Source: an optimization exercise on an open RTL-to-GDS flow (aim: small area, a short achievable clock period and few clock cycles). Production flows keep margins and buffers that such runs may drop.
Function was checked by simulation only, so behaviour that the tests miss may differ from the original.

exp/willow:
## cordicMagPh
module cordicMagPh
   #(parameter integer N        = 13,  
     parameter integer XY_WIDTH = 18)  
    (input  wire                           clk,
     input  wire                           reset,    
     input  wire                           st,       
     input  wire signed [XY_WIDTH - 1 : 0] xin,      
     input  wire signed [XY_WIDTH - 1 : 0] yin,      
     output reg                            rdy,      
     output wire        [XY_WIDTH - 1 : 0] mag,      
     output wire signed [XY_WIDTH + 1 : 0] ph);      
    reg         [18 : 0] x;      
    reg         [20 : 0] w;      
    reg         [18 : 0] z;      
    reg         [3 : 0]  cnt;    
    reg                  yzp;    
    reg                  qrt;    
    wire sx = xin[17];
    wire sy = yin[17];
    wire yz = (yin == 18'd0);
    wire [17 : 0] ax = xin ^ {18{sx}};
    wire [17 : 0] ay = yin ^ {18{sy}};
    wire [17 : 0] hs = ax ^ ay;
    wire [17 : 0] hc = ax & ay;
    wire sub1 = ~(sx ^ sy);
    wire [18 : 0] z1 = yz ? 19'd0 : ((sx ^ sy) ? 19'h70000 : 19'h10000);
    wire neg = w[20];                       
    wire pos = ~neg;
    reg  [18 : 0] ysh;                      
    reg  [18 : 0] xmk;                      
    reg  [15 : 0] at;                       
    always @(*) begin
        case (cnt)
            4'd1: begin
                ysh = {w[20], w[19], w[18], w[17], w[16], w[15], w[14], w[13], w[12], w[11], w[10], w[9], w[8], w[7], w[6], w[5], w[4], w[3], w[2]};
                xmk = {{18{1'b1}}, 1'd0};
                at  = 16'd38688;
            end
            4'd2: begin
                ysh = {w[20], w[20], w[20], w[19], w[18], w[17], w[16], w[15], w[14], w[13], w[12], w[11], w[10], w[9], w[8], w[7], w[6], w[5], w[4]};
                xmk = {{17{1'b1}}, 2'd0};
                at  = 16'd20441;
            end
            4'd3: begin
                ysh = {w[20], w[20], w[20], w[20], w[20], w[19], w[18], w[17], w[16], w[15], w[14], w[13], w[12], w[11], w[10], w[9], w[8], w[7], w[6]};
                xmk = {{16{1'b1}}, 3'd0};
                at  = 16'd10376;
            end
            4'd4: begin
                ysh = {w[20], w[20], w[20], w[20], w[20], w[20], w[20], w[19], w[18], w[17], w[16], w[15], w[14], w[13], w[12], w[11], w[10], w[9], w[8]};
                xmk = {{15{1'b1}}, 4'd0};
                at  = 16'd5208;
  ...
Size in the first run: about 1600 cells after synthesis, about 66 flip-flops, ~78 I/O pins.
export LEC_CHECK = 0
export ABC_AREA = 1
export CAP_MARGIN = 20
export CORE_MARGIN = 2
export CORE_UTILIZATION = 40
export SETUP_SLACK_MARGIN = 3.0
export SLEW_MARGIN = 20
create_clock -name core_clock -period 8.0 [get_ports {clk}]
run.sh (not shown) runs the stock make flow with config.mk's settings and CLKGATE_MAP_FILE= SYNTH_SCRIPT=/design/flow/synth_recipe.tcl, a recipe that flattens the netlist after the stock synthesis.
Testbench counts of exp/willow, summed over its fixed seeds: cycles 192,000.
Setup changes, exp/willow to exp/zinc
Settings: SETUP_SLACK_MARGIN: 3.0 -> 3.5.
==> flow/flow/run.sh (new file) <==
#!/bin/bash
# The standard layout, with one change to synthesis: no adder cells are
# extracted (ADDER_MAP_FILE empty), so ABC maps the adders and carry-save
# trees from plain gates. Registers are mapped as in the standard synthesis.
set -euo pipefail
bash standard.sh ADDER_MAP_FILE= synth > synth.log 2>&1
bash standard.sh > layout.log 2>&1
==> flow/standard.sh (new file) <==
#!/bin/bash
# synth_recipe.tcl (not shown) runs the flow's synth.tcl, then flattens the netlist and writes it again
# the make line also repeats each setting of config.mk as NAME=value (left out here)
make -C /OpenROAD-flow-scripts/flow DESIGN_CONFIG=/design/flow/config.mk WORK_HOME=/design/flow/orfs CLKGATE_MAP_FILE= SYNTH_SCRIPT=/design/flow/synth_recipe.tcl "${@:-finish}"
removed: flow/run.sh
Diff exp/willow -> exp/zinc | routed wire length | up by more than 10%. In the tables for exp/zinc and exp/willow, mean cell area of the mapped netlist reads higher with exp/willow. Comparing exp/zinc and exp/willow, the higher register-to-register slack was measured on exp/zinc. Global-route usage in exp/zinc is 2.3 points above exp/willow. Re relative area change from synthesis to final layout: exp/zinc and exp/willow aren't equal, and the lower value belongs to exp/zinc.
> inputs changed (exp/zinc -> exp/umber)
Settings: a deleted ABC_AREA that had been 1; a change of SETUP_SLACK_MARGIN from 3.5 to 3.0.
==> flow/run.sh (new file) <==
#!/bin/bash
# synth_recipe.tcl (not shown) runs the flow's synth.tcl, then flattens the netlist and writes it again
# the make line also repeats each setting of config.mk as NAME=value (left out here)
make -C /OpenROAD-flow-scripts/flow DESIGN_CONFIG=/design/flow/config.mk WORK_HOME=/design/flow/orfs CLKGATE_MAP_FILE= SYNTH_SCRIPT=/design/flow/synth_recipe.tcl finish
removed: flow/flow/run.sh
removed: flow/standard.sh
From exp/zinc to exp/umber the numbers moved as follows: met3 global-route usage climbed 0.87 points, minimum setup slack among reg-to-reg paths shrank by 0.94 ns, share of synthesized area spent on multiplexers rose 2.6 points.
#### Input delta (exp/indigo over exp/umber)
Settings: putting ABC_AREA at 1 where nothing was set; swapping 3.0 for 4.2 in SETUP_SLACK_MARGIN.
==> flow/flow/run.sh (new file) <==
#!/bin/bash
# The standard layout, with one change to synthesis: no adder cells are
# extracted (ADDER_MAP_FILE empty), so ABC maps the adders and carry-save
# trees from plain gates. Registers are mapped as in the standard synthesis.
set -euo pipefail
bash standard.sh ADDER_MAP_FILE= synth > synth.log 2>&1
bash standard.sh > layout.log 2>&1
==> flow/standard.sh (new file) <==
#!/bin/bash
# synth_recipe.tcl (not shown) runs the flow's synth.tcl, then flattens the netlist and writes it again
# the make line also repeats each setting of config.mk as NAME=value (left out here)
make -C /OpenROAD-flow-scripts/flow DESIGN_CONFIG=/design/flow/config.mk WORK_HOME=/design/flow/orfs CLKGATE_MAP_FILE= SYNTH_SCRIPT=/design/flow/synth_recipe.tcl "${@:-finish}"
removed: flow/run.sh
--- outcome ---
exp/indigo finished every stage and its layout cleared the timing, design-rule and antenna checks.
exp/indigo vs exp/umber — mux contribution to synthesized area dropped 2.6 points.
exp/indigo vs exp/umber on non-clock buffer count: exp/indigo is the lower one.
exp/indigo: die area is about 2.5% higher than what exp/umber reported.
In exp/indigo, simple-gate portion of the synthesized area is higher than in exp/umber.
For exp/indigo, the largest family of logic cells by synthesized area was simple AND/OR/NAND/NOR gates, unlike exp/umber, where it was adder cells.
From exp/umber to exp/indigo the numbers moved as follows: number of standard cells in the final layout excluding fillers increased by about 43% relative to the old numbers, footprint of the multi-input gates up about 0.75%, clock-buffer cell count now larger, hold slack now sits at about the same level.
The following lists how exp/xenon was set up differently from exp/indigo:
Settings: changing SETUP_SLACK_MARGIN from 4.2 to 3.85; changing CORE_UTILIZATION from 40 to 55; setting CTS_BUF_LIST to sky130_fd_sc_hd__clkbuf_4 sky130_fd_sc_hd__clkbuf_8 for the first time.
==> flow/flow/run.sh <==
#!/bin/bash
# The standard layout with two changes:
#  * synthesis extracts no adder cells (ADDER_MAP_FILE empty), so ABC maps the
#    adders and carry-save trees from plain gates; registers are mapped exactly
#    as in the standard synthesis
#  * the port buffers are sky130_fd_sc_hd__buf_1 (the placer's repair still
#    resizes them where timing needs it); every port keeps its buffer
set -euo pipefail
bash standard.sh ADDER_MAP_FILE= synth > synth.log 2>&1
bash standard.sh "BUFFER_PORTS_ARGS=-buffer_cell sky130_fd_sc_hd__buf_1" > layout.log 2>&1
Notes after the runs:
exp/xenon vs. exp/indigo: final worst-path setup slack fell 0.13 ns, via count of the first global-routing pass rose 112.
Delta (exp/xenon minus exp/indigo): routed wire length moved down, depth of the critical timing path with buffers and inverters included moved up.
Status: first-pass GRT wire length parity (exp/xenon, exp/indigo)
Higher fraction of met1 tracks used by global routing among exp/indigo and exp/xenon: exp/xenon
For exp/xenon, the uppermost metal layer occupied by signal nets was met5, unlike exp/indigo, where it was met4.
Diff exp/indigo and exp/xenon: number of non-filler instances in the completed layout lower in exp/xenon
Input changes introduced in exp/violet (baseline for comparison: exp/xenon):
Settings: CTS_BUF_LIST removed (was sky130_fd_sc_hd__clkbuf_4 sky130_fd_sc_hd__clkbuf_8); ABC_AREA removed (was 1); SETUP_SLACK_MARGIN changed from 3.85 to 3.0; CORE_UTILIZATION changed from 55 to 40.
==> flow/flow/run.sh <==
#!/bin/bash
# The standard layout, with one change to synthesis: no adder cells are
# extracted (ADDER_MAP_FILE empty), so ABC maps the adders and carry-save
# trees from plain gates. Registers are mapped as in the standard synthesis.
set -euo pipefail
bash standard.sh ADDER_MAP_FILE= synth > synth.log 2>&1
bash standard.sh > layout.log 2>&1
## What came out
exp/violet vs. exp/xenon: post-cts resize count shows an increase of 50, clock latency at the later pin of the worst-skew pair shows a reduction of 0.03 ns, mean instance size in the synthesized netlist shows an increase of about 27%. Looking at commonest non-fill, non-tap cell in the layout, the nand2_1 result is from exp/xenon; the xnor2_1 one comes from exp/violet. Relative to exp/xenon, the routed wire length measured on exp/violet has increased by more than 10%. Compare exp/xenon and exp/violet | global-route usage lower: exp/violet. Cell area came out higher on exp/violet than on exp/xenon.

## what the ideal ports hide
No port has a modelled driver above. Below, the same layouts with a new extraction and two added sets of constraints. Step 1 (the two cells are an assumption about what drives the block):
set clk [get_ports {clk}]
set_driving_cell -lib_cell sky130_fd_sc_hd__clkbuf_16 $clk
set_driving_cell -lib_cell sky130_fd_sc_hd__buf_2 [delete_from_list [all_inputs] $clk]
Step 2 times the ports against the registers' clock, not the clock port: input delays grow and output delays shrink by t, the midpoint of the rising clock arrivals with the driver on. a / b / c = ideal ports / drivers / drivers and shift; a / b = the first two.
| run | t, ns | setup WS [ns] | worst setup path after step 2 |
|---|---|---|---|
| exp/willow | 0.400 | 3.121 / 3.112 / 2.711 | input to register |
| exp/zinc | 0.408 | 3.735 / 3.685 / 3.362 | input to register |
| exp/umber | 0.408 | 3.019 / 3.019 / 2.746 | input to register |
| exp/indigo | 0.398 | 4.198 / 4.149 / 3.751 | input to register |
| exp/xenon | 0.433 | 4.070 / 4.071 / 3.638 | input to register |
| exp/violet | 0.397 | 3.094 / 3.074 / 2.677 | input to register |
After both steps setup and hold are still met in every run listed. For exp/indigo, which loses most, drivers alone change the setup slack by -0.049 ns; drivers and shift together by -0.447 ns.
